Source: an optimization exercise on an open RTL-to-GDS flow (aim: small area). Production flows keep margins and buffers that such runs may drop. Function was checked by simulation only, so behaviour that the tests miss may differ from the original. Power figures rest on the tool's default switching activity, not on a simulated workload.

### flow/design.v
`timescale 1ns / 1ps
module cpu5 (
   input             clock,
   input             reset,
   output     [31:0] imem_addr,
   input      [31:0] imem_rdata,
   output     [31:0] dmem_addr,
   input      [31:0] dmem_rdata,
   output            dmem_we,
   output     [31:0] dmem_wdata
);
   parameter LW = 6'b100011, SW = 6'b101011, BEQ = 6'b000100, no_op = 32'b0000000_0000000_0000000_0000000, ALUop = 6'b0,
             BNE = 6'b000101, JRTop = 6'b011110, LWCABop=6'b011111;
   reg[31:0] PC, Regs[0:31],  
             IFIDIR, IDEXA, IDEXB, IDEXC,IDEXD, IDEXIR, EXMEMIR, EXMEMB,  
             EXMEMALUOut, MEMWBValue, MEMWBIR;  
   wire [4:0] IDEXrs, IDEXrt, IDEXrd,IDEXrshamt,EXMEMrd, MEMWBrd, EXMEMrt, IFIDrs, IFIDrt,IFIDrshamt,IFIDrd;  
   wire [5:0] EXMEMop, MEMWBop, IDEXop, IFIDop;  
   wire [31:0] Ain, Bin,Cin,Din;
   wire flush;
   reg outbound;
   wire takebranch, stall, bypassAfromMEM, bypassAfromALUinWB,bypassBfromMEM, bypassBfromALUinWB,
        bypassAfromLWinWB, bypassBfromLWinWB;
   wire bypassIDEXAfromWB, bypassIDEXBfromWB;
   wire bypassCfromMEM,bypassCfromALUinWB,bypassCfromLWinWB;
   wire bypassDfromMEM,bypassDfromALUinWB,bypassDfromLWinWB;
   wire bypassAfromLWCABinWB,bypassBfromLWCABinWB,bypassCfromLWCABinWB,bypassDfromLWCABinWB;
   assign IDEXrs = IDEXIR[25:21]; assign IDEXrt = IDEXIR[20:16]; 
   assign IDEXrd = IDEXIR[15:11]; assign IDEXrshamt=IDEXIR[10:6];
   assign EXMEMrd = EXMEMIR[15:11]; assign EXMEMrt = EXMEMIR[20:16];
   assign MEMWBrd = MEMWBIR[15:11]; assign EXMEMop = EXMEMIR[31:26];
   assign MEMWBop = MEMWBIR[31:26];  assign IDEXop = IDEXIR[31:26];
   assign IFIDop = IFIDIR[31:26]; assign IFIDrs = IFIDIR[25:21];
   assign IFIDrt = IFIDIR[20:16]; assign IFIDrshamt=IFIDIR[10:6];
   assign IFIDrd = IFIDIR[15:11];
   assign bypassAfromMEM = (IDEXrs == EXMEMrd) & (IDEXrs != 0) & (EXMEMop == ALUop);  
   assign bypassBfromMEM = (IDEXrt == EXMEMrd)&(IDEXrt != 0) & (EXMEMop == ALUop);  
   assign bypassCfromMEM = (IDEXrshamt == EXMEMrd)&(IDEXrshamt != 0) & (EXMEMop == ALUop);  
   assign bypassDfromMEM = (IDEXrd == EXMEMrd) & (IDEXrd != 0) & (EXMEMop == ALUop);  
   assign bypassAfromALUinWB =( IDEXrs == MEMWBrd) & (IDEXrs != 0) & (MEMWBop == ALUop);
   assign bypassBfromALUinWB = (IDEXrt == MEMWBrd) & (IDEXrt != 0) & (MEMWBop == ALUop);
   assign bypassCfromALUinWB = (IDEXrshamt == MEMWBrd) & (IDEXrshamt != 0) & (MEMWBop == ALUop);
   assign bypassDfromALUinWB =( IDEXrd == MEMWBrd) & (IDEXrd != 0) & (MEMWBop == ALUop);
   assign bypassAfromLWinWB =( IDEXrs == MEMWBIR[20:16]) & (IDEXrs != 0) & (MEMWBop == LW);
   assign bypassBfromLWinWB = (IDEXrt == MEMWBIR[20:16]) & (IDEXrt != 0) & (MEMWBop == LW);
   assign bypassCfromLWinWB = (IDEXrshamt == MEMWBIR[20:16]) & (IDEXrshamt != 0) & (MEMWBop == LW);
   assign bypassDfromLWinWB = ( IDEXrd == MEMWBIR[20:16]) & (IDEXrd != 0) & (MEMWBop == LW) & (IDEXop == LWCABop);
   assign bypassAfromLWCABinWB =( IDEXrs == MEMWBIR[25:21]) & (IDEXrs != 0) & (MEMWBop == LWCABop);
   assign bypassBfromLWCABinWB = (IDEXrt == MEMWBIR[25:21]) & (IDEXrt != 0) & (MEMWBop == LWCABop);
   assign bypassCfromLWCABinWB = (IDEXrshamt == MEMWBIR[25:21]) & (IDEXrshamt != 0) & (MEMWBop == LWCABop);
   assign bypassDfromLWCABinWB =( IDEXrd == MEMWBIR[25:21]) & (IDEXrd != 0) & (MEMWBop == LWCABop);
   assign Ain = bypassAfromMEM? EXMEMALUOut :
               (bypassAfromALUinWB | bypassAfromLWinWB | bypassAfromLWCABinWB)? MEMWBValue : IDEXA;
   assign Bin = bypassBfromMEM? EXMEMALUOut :
               (bypassBfromALUinWB | bypassBfromLWinWB | bypassBfromLWCABinWB)? MEMWBValue: IDEXB;
   assign Cin = bypassCfromMEM? EXMEMALUOut :
               (bypassCfromALUinWB | bypassCfromLWinWB | bypassCfromLWCABinWB)? MEMWBValue: IDEXC; 
   assign Din = bypassDfromMEM? EXMEMALUOut :
               (bypassDfromALUinWB | bypassDfromLWinWB | bypassDfromLWCABinWB)? MEMWBValue: IDEXD;      
   assign bypassIDEXAfromWB = (MEMWBIR != no_op) & (IFIDIR != no_op) &
   (((IFIDIR[25:21] == MEMWBIR[20:16]) & (MEMWBop == LW)) | ( (MEMWBop == ALUop) & (MEMWBrd == IFIDrs)));
   assign bypassIDEXBfromWB = (MEMWBIR != no_op) & (IFIDIR != no_op) &
   (((IFIDIR[20:16] == MEMWBIR[20:16]) & (MEMWBop == LW)) | ( (MEMWBop == ALUop) & (MEMWBrd == IFIDrt)));
   assign stall = ((IDEXIR[31:26] == LW) &&  
         ((((IFIDop == LW)|(IFIDop == SW)) && (IFIDrs == IDEXrt)) |  
          ((IFIDop == LWCABop)&&((IFIDrt == IDEXrt)|(IFIDrd == IDEXrt))) |  
          ((IFIDop == ALUop) && ((IFIDrs == IDEXrt) | (IFIDrt == IDEXrt) | (IFIDrshamt == IDEXrt)))|  
          ((IFIDop == JRTop) &&  (IFIDrs == IDEXrt)) |  
          ((IFIDop == SW) &&  ((IFIDrs == IDEXrt) | (IFIDrt == IDEXrt))) |  
          (((IFIDop == BEQ)|(IFIDop == BNE)) && ((IFIDrs == IDEXrt) | (IFIDrt == IDEXrt))))) |
          ((EXMEMIR[31:26] == LW) && ((IFIDop==BEQ)|(IFIDop==BNE)) && ((IFIDrs==EXMEMrt)|(IFIDrt==EXMEMrt))) |
          ((IDEXIR[31:26] == ALUop) && ((IFIDop==BEQ)|(IFIDop==BNE)) && ((IFIDrs==IDEXrd) | (IFIDrt==IDEXrd))) |
          ((IDEXIR[31:26] == LWCABop) &&
          ((((IFIDop == LW)|(IFIDop == SW)) && (IFIDrs == IDEXrs)) |  
          ((IFIDop == LWCABop)&&((IFIDrt == IDEXrs)|(IFIDrd == IDEXrs))) |  
          ((IFIDop == ALUop) && ((IFIDrs == IDEXrs) | (IFIDrt == IDEXrs) | (IFIDrshamt==IDEXrs)))|  
          ((IFIDop == JRTop) &&  (IFIDrs == IDEXrt)) |   
          ((IFIDop == SW) &&  ((IFIDrs == IDEXrs) | (IFIDrt == IDEXrs)))));
   assign takebranch = ((IDEXIR[31:26]==BEQ) && (Ain == Bin)) |
                       ((IDEXIR[31:26]==BNE) && (Ain != Bin));
   assign flush = (~stall & takebranch) | ((IDEXop == JRTop) & (Ain == 0));
   assign imem_addr  = PC;
   assign dmem_addr  = EXMEMALUOut;
   assign dmem_wdata = EXMEMB;
   assign dmem_we    = (EXMEMop == SW);
   integer i;
   always @ (posedge clock) begin
      if (reset) begin
         PC <= 0;
         IFIDIR <= no_op; IDEXIR <= no_op; EXMEMIR <= no_op; MEMWBIR <= no_op;  
         for (i=0;i<=31;i=i+1) Regs[i] <= i;  
         IDEXA <= 0; IDEXB <= 0; IDEXC <= 0; IDEXD <= 0;
         EXMEMB <= 0; EXMEMALUOut <= 0; MEMWBValue <= 0;
         outbound <= 0;
      end else begin
         if (~stall) begin  
            if (~takebranch) begin
               IFIDIR <= imem_rdata;
               PC <= PC + 4;
            end else begin  
               PC <= PC + ({{16{IDEXIR[15]}}, IDEXIR[15:0]}<<2) - 4; 
            end        
            if ( ~bypassIDEXAfromWB ) begin
                  IDEXA <= Regs[IFIDIR[25:21]];
                end
            else begin
                  IDEXA <= MEMWBValue;
                end
            if ( ~bypassIDEXBfromWB) begin
              IDEXB <= Regs[IFIDIR[20:16]];  
              end
            else begin
              IDEXB <= MEMWBValue;
              end
            IDEXC <= Regs[IFIDIR[10:6]];
            IDEXD <= Regs[IFIDIR[15:11]];
            IDEXIR <= IFIDIR;   
         end
         else begin   
            IDEXIR <= no_op;
         end
         if ((IDEXop==LW) |(IDEXop==SW))   
           begin
              EXMEMALUOut <= Ain +{{16{IDEXIR[15]}}, IDEXIR[15:0]};
              EXMEMIR <= IDEXIR; EXMEMB <= Bin;
           end
         else if (IDEXop == JRTop)
           begin
               if (Ain == 0) begin
               EXMEMALUOut <= 1;
               PC <= PC + ({{16{IDEXIR[15]}}, IDEXIR[15:0]}<<2) - 4;
               EXMEMIR <= IDEXIR; EXMEMB <= Bin;
           end
           else begin
               EXMEMIR <= no_op;
           end
         end
         else if (IDEXop == LWCABop)begin
           if(Bin < Din)begin
               EXMEMALUOut <= Bin;
               outbound <= 0;
           end
           else begin
               EXMEMALUOut <= 0;
               outbound <= 1;
           end
           EXMEMIR <= IDEXIR; EXMEMB <= Bin;
         end
         else if (IDEXop==ALUop) case (IDEXIR[5:0])  
                  29: begin
                      if(Ain < Bin) begin
                           EXMEMALUOut <= Cin;
                           EXMEMIR <= IDEXIR; EXMEMB <= Bin;
                      end
                      else
                           EXMEMIR <= no_op;
                      end
                  32: begin
                         EXMEMALUOut <= Ain + Bin;   
                      end
                  36: begin  
                         EXMEMALUOut <= Ain & Bin;
                      end
                  37: begin  
                         EXMEMALUOut <= Ain | Bin;
                      end
                  42: begin  
                         if(Ain < Bin) begin
                           EXMEMALUOut <= 32'b1;
                         end
                         else begin
                           EXMEMALUOut <= 32'b0;
                         end
                      end
                  default: begin  end  
                endcase
         if(IDEXop == ALUop && IDEXIR[5:0] != 29) begin
         EXMEMIR <= IDEXIR; EXMEMB <= Bin;
         end
         if (EXMEMop==ALUop | EXMEMop ==JRTop) MEMWBValue <= EXMEMALUOut;  
         else if (EXMEMop == LW) MEMWBValue <= dmem_rdata;
         else if (EXMEMop == LWCABop) begin
           if(outbound) begin
            MEMWBValue <=0;
           end
           else begin
           MEMWBValue <= dmem_rdata;
         end
         end
         MEMWBIR <= EXMEMIR;  
         if ((MEMWBop == JRTop)) Regs[MEMWBIR[25:21]] <= MEMWBValue;  
         else if (MEMWBop == LWCABop) Regs[MEMWBIR[25:21]] <= MEMWBValue; 
         else if ((MEMWBop == ALUop) & (MEMWBrd != 0)) Regs[MEMWBrd] <= MEMWBValue;  
         else if ((MEMWBop == LW)& (MEMWBIR[20:16] != 0)) begin
                  Regs[MEMWBIR[20:16]] <= MEMWBValue;
              end
         if (flush) begin
            IFIDIR <= no_op;
            IDEXIR <= no_op;
         end
      end
   end
endmodule
### flow/run.sh
#!/bin/bash
# synth_recipe.tcl (not shown) runs the flow's synth.tcl, then flattens the netlist and writes it again
# the make line also repeats each setting of config.mk as NAME=value (left out here)
make -C /OpenROAD-flow-scripts/flow DESIGN_CONFIG=/design/flow/config.mk WORK_HOME=/design/flow/orfs CLKGATE_MAP_FILE= SYNTH_SCRIPT=/design/flow/synth_recipe.tcl finish
### flow/config.mk
export PLATFORM = sky130hd
export DESIGN_NAME = cpu5
export DESIGN_NICKNAME = cpu5
export VERILOG_FILES = /design/flow/design.v
export SDC_FILE = /design/flow/constraint.sdc
export NUM_CORES = 4
export LEC_CHECK = 0
export CAP_MARGIN = 20
export CORE_MARGIN = 2
export CORE_UTILIZATION = 40
export SLEW_MARGIN = 20
### flow/constraint.sdc
create_clock -name core_clock -period 10.0 [get_ports {clock}]
set_input_delay 2.0000 -clock core_clock [delete_from_list [all_inputs] [get_ports {clock}]]
set_output_delay 2.0000 -clock core_clock [all_outputs]
set_load 0.01 [all_outputs]
==> run summary <==
[through the flow]
stage          setup slack (ns)  power, mW  area, um^2  instances
2_1_floorplan             3.511      9.336       97550       7758
3_3_place_gp              2.164      10.69      102700      10557
3_5_place_dp              2.005      10.71      102700      10557
4_1_cts                   2.004      16.70      107900      10853
5_1_grt                   1.628      17.22      107900      10854
6_report                  1.970      16.76      108000      10856
[registers in the layout, summed over array words and instances (netlist names), named ones only]
register     count
EXMEMB          32
outbound         1
IDEXC           32
IDEXB           32
MEMWBValue      32
Regs          1024
IDEXIR          32
PC              30
IFIDIR          32
EXMEMALUOut     32
MEMWBIR         32
IDEXA           32
EXMEMIR         32
IDEXD           32
[power groups by stage]
stage | clock (mW) | combinational (mW) | sequential [mW]
3_3_place_gp | 0 | 3.72 | 6.96
6_report | 6.06 | 3.83 | 6.87
5_1_grt | 6.30 | 4.02 | 6.90
2_1_floorplan | 0 | 2.53 | 6.81
4_1_cts | 6.10 | 3.74 | 6.86
3_5_place_dp | 0 | 3.73 | 6.98
[logic make-up (layout without fill, tap and decap cells)]
logic type / Yosys count / after routing / share of synthesized area [%]
adders and majority gates: 212 / 212 / 2.742
and+or+nand+nor: 2294 / 2294 / 12.39
muxes: 1561 / 1561 / 32.46
buffers and inverters: 1003 / 896 / 3.915
xor gates and xnor gates: 263 / 263 / 2.361
DFF: 1417 / 1417 / 39.59
AOI/OAI and AO/OA: 1006 / 1006 / 6.535
other: 1 / 5 / 0.003844
[worst max path at each step]
stage                           start     endpoint  slack, ns  depth (start not counted)
after floorplan                 reset  Regs[20][0]       3.51                          9
after global placement    MEMWBIR[30]   EXMEMB[22]       2.16                         22
after detailed placement  MEMWBIR[30]   EXMEMB[30]       2.00                         22
after CTS                 MEMWBIR[30]   EXMEMB[30]       2.00                         22
after global routing      MEMWBIR[30]   EXMEMB[25]       1.63                         22
final                     MEMWBIR[30]   EXMEMB[30]       1.97                         22
[worst max-delay path: stages, from the launching register on]
cell and delay, ns:
dfxtp_1 0.32, or3_4 0.41, nor4_4 0.44, nand4_2 0.25, and3_1 0.35, nor2_4 0.89
mux2i_1 0.18, o21ai_0 0.60, ha_1 0.40, nor2_1 0.18, o21ai_0 0.15, nor2_1 0.25
a221o_1 0.29, or3b_2 0.15, o22a_1 0.12, o31ai_1 0.07, o31a_1 0.29, o21ai_0 0.55
a21boi_1 0.22, o21bai_4 0.62, buf_4 0.68, mux2i_1 0.28, nor2_1 0.06
[layout make-up]
cell class | instances | area, um^2
clock inverter | 96 | 824.5
multi-input combinational | 5338 | 55730
sequential | 1417 | 38690
clock buffer | 200 | 4429
inverter | 212 | 798.3
timing repair buffer | 388 | 3468
fill | 21835 | 134800
antenna | 3 | 7.507
tap | 3202 | 4006
[per-layer routing]
layer  share of wire [%]  track usage, %  vias to the layer above  routed length, um
li1                    -               -                    29473                  -
met2                  46           46.58                     4916             171700
met5               0.019               0                        -                 73
met3                  12           8.428                     1063              46230
met4                 5.5           14.64                       12              20730
met1                  36           38.39                    36519             137000
[cell usage after synthesis (all sizes together), types with 7 or more instances]
master   count
a2bb2oi     17
nor2b       64
a22oi       13
a21oi      361
nor4        37
buf        168
a222oi      35
and3        22
a31oi       34
inv        209
nand3       73
a211oi      48
o31ai       10
o21bai      19
mux2        17
o211ai      17
nand4       37
mux2i      264
dfxtp      393
mux4      1280
edfxtp    1024
or3         81
a221o        7
nor2       600
clkbuf     623
nor3       146
a221oi      29
o22ai       27
and4         8
a311oi      10
a21boi       8
nand2      247
nand2b      23
xnor2      153
xor2       110
ha         209
o21ai      203
a21o        71
and2       917
o221ai      16
o21a        31
or4          9
==> flow_metrics.env <==
export IMPL_status="finished clean"
export IMPL_relSlewSlack_pct=17.06
export IMPL_via_count=71983
export IMPL_synth_distinct_cells=90
export IMPL_antenna_left=0
export IMPL_pin_count=163
export IMPL_syn_cell_area_um2=97550
export IMPL_timing_rr_start="MEMWBIR[30]"
export IMPL_die_x_um=497.8
export IMPL_gp_routability_congestion=0.9771
export IMPL_drc=0
export IMPL_yosysTopAreaCellShare_pct=31.52
export IMPL_drive_above_1_share_pct=24.79
export IMPL_layout_common_cells="mux4_2, edfxtp_1, and2_1, nor2_1, dfxtp_1"
export IMPL_numCtsBuffers=162
export IMPL_crit_type="reg -> reg"
export IMPL_power_frac_comb_pct=22.9
export IMPL_grt_use_total_pct=29.91
export IMPL_drv_cap=0
export IMPL_p_per_area_nw_per_um2=155.3
export IMPL_nets=7797
export IMPL_fmax_ghz=0.1245
export IMPL_clock_sinks=1417
export IMPL_synthFlopType="edfxtp_1"
export IMPL_overflow=0
export IMPL_hp_start="EXMEMIR[24]"
export IMPL_dpl_hpwl_um=243000
export IMPL_power_internal_mw=11.52
export IMPL_die_h_um=497.8
export IMPL_drtIter0Drc=10494
export IMPL_cp_max_fo=36
export IMPL_yosys_area_top_type="edfxtp_1"
export IMPL_fin_util_pct=44.47
export IMPL_ys_top_cells_by_area="edfxtp_1, mux4_2, dfxtp_1"
export IMPL_yosysSeqAreaShare_pct=39.59
export IMPL_syn2layout_area_growth_pct=10.67
export IMPL_setup_viol=0
export IMPL_fin_skew_ns=0.03923
export IMPL_worst_pin_slew_ns=1.234
export IMPL_viasPerCell=6.631
export IMPL_final_common_cell="mux4_2"
export IMPL_cts_buffer_depth=3
export IMPL_finalCritPeriodShare_pct=80.30
export IMPL_synthArstFlopShare_pct=0
export IMPL_cts_tree="yes"
export IMPL_critPathArrivalTime_ns=8.73
export IMPL_hold_violations=0
export IMPL_hold_depth=2
export IMPL_routed_wl_um=375800
export IMPL_start_util_pct=40.18
export IMPL_rows=181
export IMPL_clock_latency_ns=0.87
export IMPL_antenna_found_initial=16
export IMPL_drv_slew=0
export IMPL_rrSetupSlack_ns=1.97
export IMPL_clock_power_share_pct=36.2
export IMPL_seqPwrFrac_pct=41.0
export IMPL_dr_pass1_iters=7
export IMPL_yosysWarnings=1
export IMPL_synth_area_per_cell_um2=12.58
export IMPL_io_buffers=160
export IMPL_hold_path_class="reg -> reg"
export IMPL_rsz0062_at_grt="false"
export IMPL_root_buffer="clkbuf_16"
export IMPL_min_to="EXMEMIR[24]"
export IMPL_r2r_end="EXMEMB[30]"
export IMPL_hold_slack_ns=0.4475
export IMPL_synth_seq_cells=1417
export IMPL_syn_inst=7757
export IMPL_cts_resized=0
export IMPL_switching_power_mw=5.243
export IMPL_cts_htree_levels=4
export IMPL_die_area_um2=247800
export IMPL_grt_pass1_wl_um=533000
export IMPL_r2r_cells=22
export IMPL_critPathLaunchType="register"
export IMPL_routedWlPerCell_um=34.61
export IMPL_finalSetupTns_ns=0
export IMPL_p_leak_nw=37.20
export IMPL_required_ns=10.70
export IMPL_post_cts_setup_buffer_count=0
export IMPL_holdBufCountCts=0
export IMPL_grt_max_degree=213
export IMPL_sw_frac_of_total_pct=31.28
export IMPL_synth_edff_count=1024
export IMPL_layout_min_cycle_time_ns=8.030
export IMPL_peakVddDrop_mv=0.1962
export IMPL_grt_pass1_vias=70343
export IMPL_core_area_um2=242800
export IMPL_setup_worst_path_end_class="register"
export IMPL_path_clk_slew_ns=0.06

-- afterwards: timing with drivers on the ports --
In the flow no input, the clock included, has a driving cell. The finished layout below was timed again as built, in two steps.
Step 1 sets driving cells, clkbuf_16 on the clock port and buf_2 on the other inputs (assumed; they add their load-dependent delay and slew).
Step 2 times the ports against the registers' clock, not the clock port: input delays grow and output delays shrink by t, the midpoint of the rising clock arrivals with the driver on.
Slacks: ideal ports / drivers / drivers and shift; pairs: ideal ports / drivers.
t (ns): 0.946
slack for setup (ns): 1.970 / 1.970 / 1.970
pins driven straight from the clock port: 1
After both steps this run still meets setup and hold. For this run, drivers alone change the setup slack by 0.000 ns; drivers and shift together by 0.000 ns.
